This is an optimization exercise on Yosys and OpenROAD, whose aim is small area, not a production implementation.
The RTL was checked by simulation tests, not by an equivalence proof against the original design.
The clock input has no modelled driver; a real chip could not lean on it and would need a root buffer or a full tree.
No activity file was given, so power comes from the tool's default toggle rates.

== run A ==
// top_FSM_LightStand_PWM
module top_FSM_LightStand_PWM(
    input i_clk, i_reset,
    input [2:0] i_button,
    output o_light
    );
Size in the first run: roughly 150 cells after synthesis, roughly 66 flip-flops, ~6 I/O pins, roughly 2200 sq um of cells after synthesis.
clock: 10.0 ns
lec_check: 0
cap_margin: 20
core_margin: 2
core_utilization: 40
slew_margin: 20
standard.sh (not shown) runs the stock make flow with config.mk's settings and CLKGATE_MAP_FILE= SYNTH_SCRIPT=/design/flow/synth_recipe.tcl, a recipe that flattens the netlist after the stock synthesis.
==> flow/flow/run.sh <==
#!/bin/bash
# The standard layout with these changes:
# - the standard synthesis maps the logic with an area-oriented ABC script
#   (flow/abc_map.script in place of ORFS's abc_speed.script; everything
#   else in synthesis is unchanged);
# - after the standard synthesis, every combinational cell gets its smallest
#   drive strength (flow/downsize.py); the placement resizer sizes up what
#   needs it;
# - the clock tree is a clkbuf_2 that drives four clkbuf_8, one per quarter
#   of the registers (flow/pre_cts.tcl, run before CTS, which then has
#   nothing left to do);
# - port buffers of the smallest buffer cell.
set -euo pipefail
rm -rf scripts_abc
cp -r "$FLOW_HOME/scripts" scripts_abc
cp flow/abc_map.script scripts_abc/abc_speed.script
bash standard.sh "SCRIPTS_DIR=$PWD/scripts_abc" synth > synth.log 2>&1
R=orfs/results/$FLOW_PLATFORM/top_FSM_LightStand_PWM/base
python3 flow/downsize.py $R/1_2_yosys.v \
  $FLOW_HOME/platforms/sky130hd/lib/sky130_fd_sc_hd__tt_025C_1v80.lib > downsize.log 2>&1
bash standard.sh \
  "PRE_CTS_TCL=$PWD/flow/pre_cts.tcl" \
  "CTS_ARGS=-clk_nets i_clk -dont_use_dummy_load -buf_list sky130_fd_sc_hd__clkbuf_1" \
  "BUFFER_PORTS_ARGS=-buffer_cell sky130_fd_sc_hd__buf_1" \
  finish > standard.log 2>&1
==> flow/flow/pre_cts.tcl <==
# The clock tree: the clock port drives one clkbuf_2, which drives four
# clkbuf_8, each of which drives the registers of one quarter of the placed
# design (split at the median x, then each half at its median y). Run before
# CTS, which then finds the port's net with a single sink and leaves it
# alone.
set block [ord::get_db_block]
set clk_net [$block findNet i_clk]
set master [[ord::get_db] findMaster sky130_fd_sc_hd__buf_4]
set sinks {}
foreach iterm [$clk_net getITerms] {
  set loc [[$iterm getInst] getLocation]
  lappend sinks [list $iterm [lindex $loc 0] [lindex $loc 1]]
}
# split the registers into NLEAF groups: bands by x, each band cut in two by y
set nleaf 5
set sinks [lsort -real -index 1 $sinks]
set groups {}
set total [llength $sinks]
for {set k 0} {$k < $nleaf} {incr k} {
  lappend groups [lrange $sinks [expr {($k * $total) / $nleaf}] [expr {(($k + 1) * $total) / $nleaf - 1}]]
}
set root [odb::dbInst_create $block [[ord::get_db] findMaster sky130_fd_sc_hd__clkbuf_2] clkbuf_root]
set root_net [odb::dbNet_create $block clknet_root]
$root_net setSigType CLOCK
[$root findITerm A] connect $clk_net
[$root findITerm X] connect $root_net
set rx 0; set ry 0
foreach s $sinks {
  set rx [expr {$rx + [lindex $s 1]}]
  set ry [expr {$ry + [lindex $s 2]}]
}
$root setLocation [expr {int($rx / [llength $sinks])}] [expr {int($ry / [llength $sinks])}]
$root setPlacementStatus PLACED
set i 0
foreach group $groups {
  set buf [odb::dbInst_create $block $master clkbuf_leaf_$i]
  set net [odb::dbNet_create $block clknet_leaf_$i]
  $net setSigType CLOCK
  set sx 0; set sy 0
  foreach s $group {
    set iterm [lindex $s 0]
    $iterm disconnect
    $iterm connect $net
    set sx [expr {$sx + [lindex $s 1]}]
    set sy [expr {$sy + [lindex $s 2]}]
  }
  [$buf findITerm A] connect $root_net
  [$buf findITerm X] connect $net
  set n [llength $group]
  $buf setLocation [expr {int($sx / $n)}] [expr {int($sy / $n)}]
  $buf setPlacementStatus PLACED
  puts "clock buffer $i drives $n registers"
  incr i
}
detailed_placement
Other scripts of this flow, unchanged in this note and not shown: flow/flow/abc_map.script, flow/flow/downsize.py
Changes in run B relative to run A:
Settings: a change of CORE_UTILIZATION from 40 to 70.
--- a/flow/flow/pre_cts.tcl
+++ b/flow/flow/pre_cts.tcl
@@ -6,5 +6,5 @@
 set block [ord::get_db_block]
 set clk_net [$block findNet i_clk]
-set master [[ord::get_db] findMaster sky130_fd_sc_hd__buf_4]
+set master [[ord::get_db] findMaster sky130_fd_sc_hd__clkbuf_8]
 set sinks {}
 foreach iterm [$clk_net getITerms] {
@@ -12,11 +12,12 @@
   lappend sinks [list $iterm [lindex $loc 0] [lindex $loc 1]]
 }
-# split the registers into NLEAF groups: bands by x, each band cut in two by y
-set nleaf 5
 set sinks [lsort -real -index 1 $sinks]
+set nleaf 3
 set groups {}
 set total [llength $sinks]
 for {set k 0} {$k < $nleaf} {incr k} {
-  lappend groups [lrange $sinks [expr {($k * $total) / $nleaf}] [expr {(($k + 1) * $total) / $nleaf - 1}]]
+  set lo [expr {($k * $total) / $nleaf}]
+  set hi [expr {(($k + 1) * $total) / $nleaf - 1}]
+  lappend groups [lrange $sinks $lo $hi]
 }
 set root [odb::dbInst_create $block [[ord::get_db] findMaster sky130_fd_sc_hd__clkbuf_2] clkbuf_root]
Notes after the runs:
Run B finished all stages; the layout is clean. Diff run A -> run B | timing-limited maximum frequency | up slightly. Run A vs run B, slowest stage cell on the critical path: nor3_1 vs ha_1. Changes observed in run B relative to run A: switching component of the power has decreased, number of enable flip-flop cells after synthesis did not really move, met2 track demand over resource in global routing rose 14 points. As far as count of buffers added by post-CTS timing repair for setup is concerned, run A and run B perform about the same. The lower power density relative to cell area came out of run A. Final cell count: run A and run B compared, lower one is run B. The higher global-route usage of run A and run B is in run B. Run B and run A ended up with roughly the same total power.
What run C does differently from run B at the input level:
Settings: CORE_UTILIZATION changed from 70 to 40.
==> flow/flow/pre_cts.tcl <==
# The clock tree: the clock port drives one clkbuf_2, which drives four
# clkbuf_8, each of which drives the registers of one quarter of the placed
# design (split at the median x, then each half at its median y). Run before
# CTS, which then finds the port's net with a single sink and leaves it
# alone.
set block [ord::get_db_block]
set clk_net [$block findNet i_clk]
set master [[ord::get_db] findMaster sky130_fd_sc_hd__buf_6]
set sinks {}
foreach iterm [$clk_net getITerms] {
  set loc [[$iterm getInst] getLocation]
  lappend sinks [list $iterm [lindex $loc 0] [lindex $loc 1]]
}
set sinks [lsort -real -index 1 $sinks]
set half [expr {[llength $sinks] / 2}]
set groups {}
foreach part [list [lrange $sinks 0 [expr {$half - 1}]] [lrange $sinks $half end]] {
  set part [lsort -real -index 2 $part]
  set q [expr {[llength $part] / 2}]
  lappend groups [lrange $part 0 [expr {$q - 1}]] [lrange $part $q end]
}
set i 0
foreach group $groups {
  set buf [odb::dbInst_create $block $master clkbuf_leaf_$i]
  set net [odb::dbNet_create $block clknet_leaf_$i]
  $net setSigType CLOCK
  set sx 0; set sy 0
  foreach s $group {
    set iterm [lindex $s 0]
    $iterm disconnect
    $iterm connect $net
    set sx [expr {$sx + [lindex $s 1]}]
    set sy [expr {$sy + [lindex $s 2]}]
  }
  [$buf findITerm A] connect $clk_net
  [$buf findITerm X] connect $net
  set n [llength $group]
  $buf setLocation [expr {int($sx / $n)}] [expr {int($sy / $n)}]
  $buf setPlacementStatus PLACED
  puts "clock buffer $i drives $n registers"
  incr i
}
detailed_placement
# keep CTS from buffering the port net
set_dont_touch [get_nets i_clk]
- The log for run C ends in clock tree synthesis with error ODB-0372, so the run never completed.
- Cell area after placement of run C exceeds that of run B by a few percent.
- Summary of run C over run B: die width went up about 30%; vertical die dimension went up 18 microns; initial cell density of the core went down 30 points; fraction of the mapped netlist area in simple logic gates held; synthesized-area fraction occupied by ao, oa, aoi and oai cells held.
- | worst setup slack before clock tree synthesis | run C vs run B | worse |
- Comparing run C against run B, there is no change at all in number of top-level pins.
- The weighted congestion at the end of routability-driven global placement in run B is 0.915 times that in run C.
- From run B to run C the numbers moved as follows: row count up 6, cell count after placement up 37.
Relative to run C, the following input files were edited for run D:
--- a/flow/flow/run.sh
+++ b/flow/flow/run.sh
@@ -7,5 +7,5 @@
 #   drive strength (flow/downsize.py); the placement resizer sizes up what
 #   needs it;
-# - the clock tree is a clkbuf_2 that drives four clkbuf_8, one per quarter
+# - the clock tree is a clkbuf_2 that drives four buf_6, one per quarter
 #   of the registers (flow/pre_cts.tcl, run before CTS, which then has
 #   nothing left to do);
--- a/flow/flow/pre_cts.tcl
+++ b/flow/flow/pre_cts.tcl
@@ -1,4 +1,4 @@
 # The clock tree: the clock port drives one clkbuf_2, which drives four
-# clkbuf_8, each of which drives the registers of one quarter of the placed
+# buf_6, each of which drives the registers of one quarter of the placed
 # design (split at the median x, then each half at its median y). Run before
 # CTS, which then finds the port's net with a single sink and leaves it
@@ -20,4 +20,16 @@
   lappend groups [lrange $part 0 [expr {$q - 1}]] [lrange $part $q end]
 }
+set root [odb::dbInst_create $block [[ord::get_db] findMaster sky130_fd_sc_hd__clkbuf_2] clkbuf_root]
+set root_net [odb::dbNet_create $block clknet_root]
+$root_net setSigType CLOCK
+[$root findITerm A] connect $clk_net
+[$root findITerm X] connect $root_net
+set rx 0; set ry 0
+foreach s $sinks {
+  set rx [expr {$rx + [lindex $s 1]}]
+  set ry [expr {$ry + [lindex $s 2]}]
+}
+$root setLocation [expr {int($rx / [llength $sinks])}] [expr {int($ry / [llength $sinks])}]
+$root setPlacementStatus PLACED
 set i 0
 foreach group $groups {
@@ -33,5 +45,5 @@
     set sy [expr {$sy + [lindex $s 2]}]
   }
-  [$buf findITerm A] connect $clk_net
+  [$buf findITerm A] connect $root_net
   [$buf findITerm X] connect $net
   set n [llength $group]
@@ -42,4 +54,2 @@
 }
 detailed_placement
-# keep CTS from buffering the port net
-set_dont_touch [get_nets i_clk]
- Run D reached the final stage; the timing, design-rule and antenna checks on its layout passed.
- ~same starting density of the core in run D and run C
- Re synthesized cell count: no difference whatsoever between run C and run D.
- Run D -> run C: area after detailed placement delta 0, exact match
- Comparing run D against run C, there is no change at all in total of buffers placed on input and output ports.
- Weighted congestion at the end of routability-driven global placement: run C vs run D identical

== old ==
top_FSM_LightStand_PWM, a different RTL version from the one above (not shown whole).
For scale: about 160 cells after synthesis, ~6 I/O pins, about 2400 µm² of cells after synthesis.
export LEC_CHECK = 0
export CAP_MARGIN = 20
export CORE_MARGIN = 2
export CORE_UTILIZATION = 40
export CTS_BUF_LIST = sky130_fd_sc_hd__clkbuf_4
export CTS_CLUSTER_DIAMETER = 100
export CTS_CLUSTER_SIZE = 32
export SLEW_MARGIN = 20
create_clock -name core_clock -period 10.0 [get_ports {i_clk}]
run.sh (not shown) runs the stock make flow with config.mk's settings and CLKGATE_MAP_FILE= SYNTH_SCRIPT=/design/flow/synth_recipe.tcl, a recipe that flattens the netlist after the stock synthesis.
Stock flow here: none of the scripts above is used.
In summary, old completed successfully, with a layout that passed the timing, design-rule and antenna checks.
### old -> new
==> flow/flow/run.sh (new file) <==
#!/bin/bash
# The standard layout with three changes: CTS without dummy clock loads,
# port buffers of the smallest buffer cell, and downsizing of gates off the
# critical path after global routing.
set -euo pipefail
bash standard.sh \
  "CTS_ARGS=-sink_clustering_enable -repair_clock_nets -dont_use_dummy_load -buf_list sky130_fd_sc_hd__clkbuf_4 -sink_clustering_size 32 -sink_clustering_max_diameter 100" \
  "BUFFER_PORTS_ARGS=-buffer_cell sky130_fd_sc_hd__buf_1" \
  RECOVER_POWER=100 \
  finish > standard.log 2>&1
==> flow/standard.sh (new file) <==
#!/bin/bash
# synth_recipe.tcl (not shown) runs the flow's synth.tcl, then flattens the netlist and writes it again
# the make line also repeats each setting of config.mk as NAME=value (left out here)
make -C /OpenROAD-flow-scripts/flow DESIGN_CONFIG=/design/flow/config.mk WORK_HOME=/design/flow/orfs CLKGATE_MAP_FILE= SYNTH_SCRIPT=/design/flow/synth_recipe.tcl "${@:-finish}"
removed: flow/run.sh
==> run notes <==
From old to new the numbers moved as follows: final period utilization saw an increase, detailed-route wire length saw an increase. old finished every stage and its layout cleared the timing, design-rule and antenna checks. Although it ran to completion, new produced a layout that fails the final checks because of capacitance limit, slew limit. In new, post-synthesis to final-layout area growth is lower than in old. Against old, new reports a worst path buffer plus inverter count that is higher. NOTE number of violations reported at the end of detailed-routing iteration 0 old->new decreased by a few percent.

## the reference run
RTL: one of the versions met above, not the one the previous note started from.
Size: ~150 cells after synthesis, roughly 66 flip-flops, about 2200 sq um of cells after synthesis.
==> flow/config.mk <==
export PLATFORM = sky130hd
export DESIGN_NAME = top_FSM_LightStand_PWM
export DESIGN_NICKNAME = top_FSM_LightStand_PWM
export VERILOG_FILES = /design/flow/design.v
export SDC_FILE = /design/flow/constraint.sdc
export NUM_CORES = 4
export LEC_CHECK = 0
export CAP_MARGIN = 20
export CORE_MARGIN = 2
export CORE_UTILIZATION = 40
export SLEW_MARGIN = 20
==> flow/constraint.sdc <==
create_clock -name core_clock -period 10.0 [get_ports {i_clk}]
set_input_delay 2.0000 -clock core_clock [delete_from_list [all_inputs] [get_ports {i_clk}]]
set_output_delay 2.0000 -clock core_clock [all_outputs]
set_load 0.01 [all_outputs]
standard.sh (not shown) runs the stock make flow with config.mk's settings and CLKGATE_MAP_FILE= SYNTH_SCRIPT=/design/flow/synth_recipe.tcl, a recipe that flattens the netlist after the stock synthesis.
==> flow/flow/run.sh <==
#!/bin/bash
# The standard layout with these changes:
# - the standard synthesis maps the logic with an area-oriented ABC script
#   (flow/abc_map.script in place of ORFS's abc_speed.script; everything
#   else in synthesis is unchanged);
# - after the standard synthesis, every combinational cell gets its smallest
#   drive strength (flow/downsize.py); the placement resizer sizes up what
#   needs it;
# - the clock tree is four buf_6 driven by the clock port, one per quarter
#   of the registers (flow/pre_cts.tcl, which replaces the CTS step's
#   clock_tree_synthesis command);
# - port buffers of the smallest buffer cell.
set -euo pipefail
rm -rf scripts_abc
cp -r "$FLOW_HOME/scripts" scripts_abc
cp flow/abc_map.script scripts_abc/abc_speed.script
bash standard.sh "SCRIPTS_DIR=$PWD/scripts_abc" synth > synth.log 2>&1
R=orfs/results/$FLOW_PLATFORM/top_FSM_LightStand_PWM/base
python3 flow/downsize.py $R/1_2_yosys.v \
  $FLOW_HOME/platforms/sky130hd/lib/sky130_fd_sc_hd__tt_025C_1v80.lib > downsize.log 2>&1
bash standard.sh \
  "PRE_CTS_TCL=$PWD/flow/pre_cts.tcl" \
  "BUFFER_PORTS_ARGS=-buffer_cell sky130_fd_sc_hd__buf_1" \
  finish > standard.log 2>&1
==> flow/flow/downsize.py <==
"""Give every combinational cell of the synthesized netlist its smallest
drive strength; the placement resizer sizes up what needs it. The inverter
on the reset port, which drives every register's reset pin, gets inv_4
instead, strong enough for that load without a buffer tree."""
import re, sys
lib = open(sys.argv[2]).read()
area = {m.group(1): float(m.group(2)) for m in re.finditer(
    r'cell\s*\(\s*"?(sky130_fd_sc_hd__\w+?)"?\s*\)\s*\{.*?area\s*:\s*([\d.]+)', lib, re.S)}
dont = set(sys.argv[3].split()) if len(sys.argv) > 3 else set()
fam = {}
for c in area:
    m = re.match(r'(sky130_fd_sc_hd__\w+)_(\d+)$', c)
    if m and c not in dont:
        fam.setdefault(m.group(1), []).append(c)
def smallest(c):
    m = re.match(r'(sky130_fd_sc_hd__\w+)_(\d+)$', c)
    if not m or m.group(1).split('__')[1].startswith(('df', 'sdf', 'edf', 'dl', 'conb')):
        return c
    opts = fam.get(m.group(1), [c])
    return min(opts, key=lambda x: (area[x], x != c))
src = open(sys.argv[1]).read()
n = 0
def sub(m):
    global n
    new = smallest(m.group(2))
    n += new != m.group(2)
    return m.group(1) + new
out = re.sub(r'^(\s*)(sky130_fd_sc_hd__\w+)(?=\s)', sub, src, flags=re.M)
out = re.sub(r'sky130_fd_sc_hd__(?:clk)?inv_\d+(\s+\S+\s*\(\s*\.A\(i_reset\))',
             r'sky130_fd_sc_hd__inv_4\1', out)
open(sys.argv[1], 'w').write(out)
print(f"downsized {n} cells")
==> flow/flow/pre_cts.tcl <==
# The clock tree: the clock port drives four buf_6, each of which drives
# the registers of one quarter of the placed design (split at the median x,
# then each half at its median y). Run in place of ORFS's
# clock_tree_synthesis command, which this script turns into a no-op; the
# rest of the CTS step (placement legalization, timing repair) runs as usual.
set block [ord::get_db_block]
set clk_net [$block findNet i_clk]
set master [[ord::get_db] findMaster sky130_fd_sc_hd__buf_6]
set sinks {}
foreach iterm [$clk_net getITerms] {
  set loc [[$iterm getInst] getLocation]
  lappend sinks [list $iterm [lindex $loc 0] [lindex $loc 1]]
}
set sinks [lsort -real -index 1 $sinks]
set half [expr {[llength $sinks] / 2}]
set groups {}
foreach part [list [lrange $sinks 0 [expr {$half - 1}]] [lrange $sinks $half end]] {
  set part [lsort -real -index 2 $part]
  set q [expr {[llength $part] / 2}]
  lappend groups [lrange $part 0 [expr {$q - 1}]] [lrange $part $q end]
}
set i 0
foreach group $groups {
  set buf [odb::dbInst_create $block $master clkbuf_leaf_$i]
  set net [odb::dbNet_create $block clknet_leaf_$i]
  $net setSigType CLOCK
  set sx 0; set sy 0
  foreach s $group {
    set iterm [lindex $s 0]
    $iterm disconnect
    $iterm connect $net
    set sx [expr {$sx + [lindex $s 1]}]
    set sy [expr {$sy + [lindex $s 2]}]
  }
  [$buf findITerm A] connect $clk_net
  [$buf findITerm X] connect $net
  set n [llength $group]
  $buf setLocation [expr {int($sx / $n)}] [expr {int($sy / $n)}]
  $buf setPlacementStatus PLACED
  puts "clock buffer $i drives $n registers"
  incr i
}
detailed_placement

# the tree is built: the CTS step's clock_tree_synthesis call has nothing to do
rename clock_tree_synthesis ""
proc clock_tree_synthesis {args} {
  puts "clock tree built by flow/pre_cts.tcl"
}
Other scripts of this flow, unchanged in this note and not shown: flow/flow/abc_map.script
The reference run closes out successfully: all stages finished, all timing, DRC and antenna checks passed.
--- input diff the reference run..the trial run ---
-- flow/flow/run.sh --
<<< the reference run, line 7
#   drive strength (flow/downsize.py); the placement resizer sizes up what
#   needs it;
# - the clock tree is four buf_6 driven by the clock port, one per quarter
#   of the registers (flow/pre_cts.tcl, which replaces the CTS step's
#   clock_tree_synthesis command);
# - port buffers of the smallest buffer cell.
set -euo pipefail
>>> the trial run, line 7
#   drive strength (flow/downsize.py); the placement resizer sizes up what
#   needs it;
# - the clock tree is a clkbuf_2 that drives four clkbuf_8, one per quarter
#   of the registers (flow/pre_cts.tcl, run before CTS, which then has
#   nothing left to do);
# - port buffers of the smallest buffer cell.
set -euo pipefail
<<< the reference run, line 21
bash standard.sh \
  "PRE_CTS_TCL=$PWD/flow/pre_cts.tcl" \
  "BUFFER_PORTS_ARGS=-buffer_cell sky130_fd_sc_hd__buf_1" \
  finish > standard.log 2>&1
>>> the trial run, line 21
bash standard.sh \
  "PRE_CTS_TCL=$PWD/flow/pre_cts.tcl" \
  "CTS_ARGS=-clk_nets i_clk -dont_use_dummy_load -buf_list sky130_fd_sc_hd__clkbuf_1" \
  "BUFFER_PORTS_ARGS=-buffer_cell sky130_fd_sc_hd__buf_1" \
  finish > standard.log 2>&1
-- flow/flow/downsize.py --
<<< the reference run, line 1
"""Give every combinational cell of the synthesized netlist its smallest
drive strength; the placement resizer sizes up what needs it. The inverter
on the reset port, which drives every register's reset pin, gets inv_4
instead, strong enough for that load without a buffer tree."""
import re, sys
lib = open(sys.argv[2]).read()
>>> the trial run, line 1
"""Give every combinational cell of the synthesized netlist its smallest
drive strength; the placement resizer sizes up what needs it."""
import re, sys
lib = open(sys.argv[2]).read()
<<< the reference run, line 27
    return m.group(1) + new
out = re.sub(r'^(\s*)(sky130_fd_sc_hd__\w+)(?=\s)', sub, src, flags=re.M)
out = re.sub(r'sky130_fd_sc_hd__(?:clk)?inv_\d+(\s+\S+\s*\(\s*\.A\(i_reset\))',
             r'sky130_fd_sc_hd__inv_4\1', out)
open(sys.argv[1], 'w').write(out)
print(f"downsized {n} cells")
>>> the trial run, line 25
    return m.group(1) + new
out = re.sub(r'^(\s*)(sky130_fd_sc_hd__\w+)(?=\s)', sub, src, flags=re.M)
open(sys.argv[1], 'w').write(out)
print(f"downsized {n} cells")
==> flow/flow/pre_cts.tcl <==
# The clock tree: the clock port drives one clkbuf_2, which drives four
# clkbuf_8, each of which drives the registers of one quarter of the placed
# design (split at the median x, then each half at its median y). Run before
# CTS, which then finds the port's net with a single sink and leaves it
# alone.
set block [ord::get_db_block]
set clk_net [$block findNet i_clk]
set master [[ord::get_db] findMaster sky130_fd_sc_hd__buf_6]
set sinks {}
foreach iterm [$clk_net getITerms] {
  set loc [[$iterm getInst] getLocation]
  lappend sinks [list $iterm [lindex $loc 0] [lindex $loc 1]]
}
set sinks [lsort -real -index 1 $sinks]
set half [expr {[llength $sinks] / 2}]
set groups {}
foreach part [list [lrange $sinks 0 [expr {$half - 1}]] [lrange $sinks $half end]] {
  set part [lsort -real -index 2 $part]
  set q [expr {[llength $part] / 2}]
  lappend groups [lrange $part 0 [expr {$q - 1}]] [lrange $part $q end]
}
set root [odb::dbInst_create $block [[ord::get_db] findMaster sky130_fd_sc_hd__clkbuf_2] clkbuf_root]
set root_net [odb::dbNet_create $block clknet_root]
$root_net setSigType CLOCK
[$root findITerm A] connect $clk_net
[$root findITerm X] connect $root_net
set rx 0; set ry 0
foreach s $sinks {
  set rx [expr {$rx + [lindex $s 1]}]
  set ry [expr {$ry + [lindex $s 2]}]
}
$root setLocation [expr {int($rx / [llength $sinks])}] [expr {int($ry / [llength $sinks])}]
$root setPlacementStatus PLACED
set i 0
foreach group $groups {
  set buf [odb::dbInst_create $block $master clkbuf_leaf_$i]
  set net [odb::dbNet_create $block clknet_leaf_$i]
  $net setSigType CLOCK
  set sx 0; set sy 0
  foreach s $group {
    set iterm [lindex $s 0]
    $iterm disconnect
    $iterm connect $net
    set sx [expr {$sx + [lindex $s 1]}]
    set sy [expr {$sy + [lindex $s 2]}]
  }
  [$buf findITerm A] connect $root_net
  [$buf findITerm X] connect $net
  set n [llength $group]
  $buf setLocation [expr {int($sx / $n)}] [expr {int($sy / $n)}]
  $buf setPlacementStatus PLACED
  puts "clock buffer $i drives $n registers"
  incr i
}
detailed_placement
Results
For mapped cell area, the trial run and the reference run come out practically identical. Going from the reference run to the trial run, switching component of the power has increased, number of global-route vias before repair rose 1.4%. In terms of post-synthesis simple-gate area fraction, the reference run and the trial run differ only marginally. Combined global-route utilization of all metal layers essentially unchanged between the trial run and the reference run. The post-layout instance area in the trial run sits about 0.43% above the value recorded for the reference run. Taking the reference run as the reference, in the trial run routed wire length lost about 2.6%; setup slack after placement lost 0.0082 ns; maximum fanout count along the critical path lost 1; area of the die neither gained nor lost much. Sort the trial run and the reference run by final setup slack of the worst path, ascending, and the reference run comes first.
The clock cells of the reference run come from the design's own scripts or RTL, not from TritonCTS.

==> static timing again, ports no longer ideal <==
No port has a modelled driver above. Below, the same layouts with a new extraction and two added sets of constraints. Step 1 (the two cells are an assumption about what drives the block):
set clk [get_ports {i_clk}]
set_driving_cell -lib_cell sky130_fd_sc_hd__clkbuf_16 $clk
set_driving_cell -lib_cell sky130_fd_sc_hd__buf_2 [delete_from_list [all_inputs] $clk]
Step 2 also shifts input and output timing later by t, the mid clock arrival at the registers, as if the neighbouring blocks saw the same clock. Three values: ideal, step 1, step 2; two values: the first two.
run	shift t [ns]	slack for setup (ns)	worst setup path after step 2	worst register clock-pin slew, ns	worst data-port slew with drivers (ns)
run A	0.371	6.950 / 6.952 / 6.581	input to register	0.11 / 0.11	0.03
run B	0.362	7.005 / 7.004 / 6.641	input to register	0.12 / 0.12	0.03
run D	0.408	7.021 / 7.023 / 6.615	input to register	0.10 / 0.10	0.03
old	0.435	6.641 / 6.616 / 6.230	input to register	0.11 / 0.11	0.03
new	0.407	5.235 / 5.240 / 4.833	input, reset recovery	0.10 / 0.10	0.03
the reference run	0.183	6.787 / 6.820 / 6.637	input to register	0.11 / 0.11	0.03
the trial run	0.408	7.021 / 7.023 / 6.615	input to register	0.10 / 0.10	0.03
For old, which loses most, drivers alone change the setup slack by -0.025 ns; drivers and shift together by -0.411 ns. The worst setup slack also covers recovery checks on asynchronous resets.
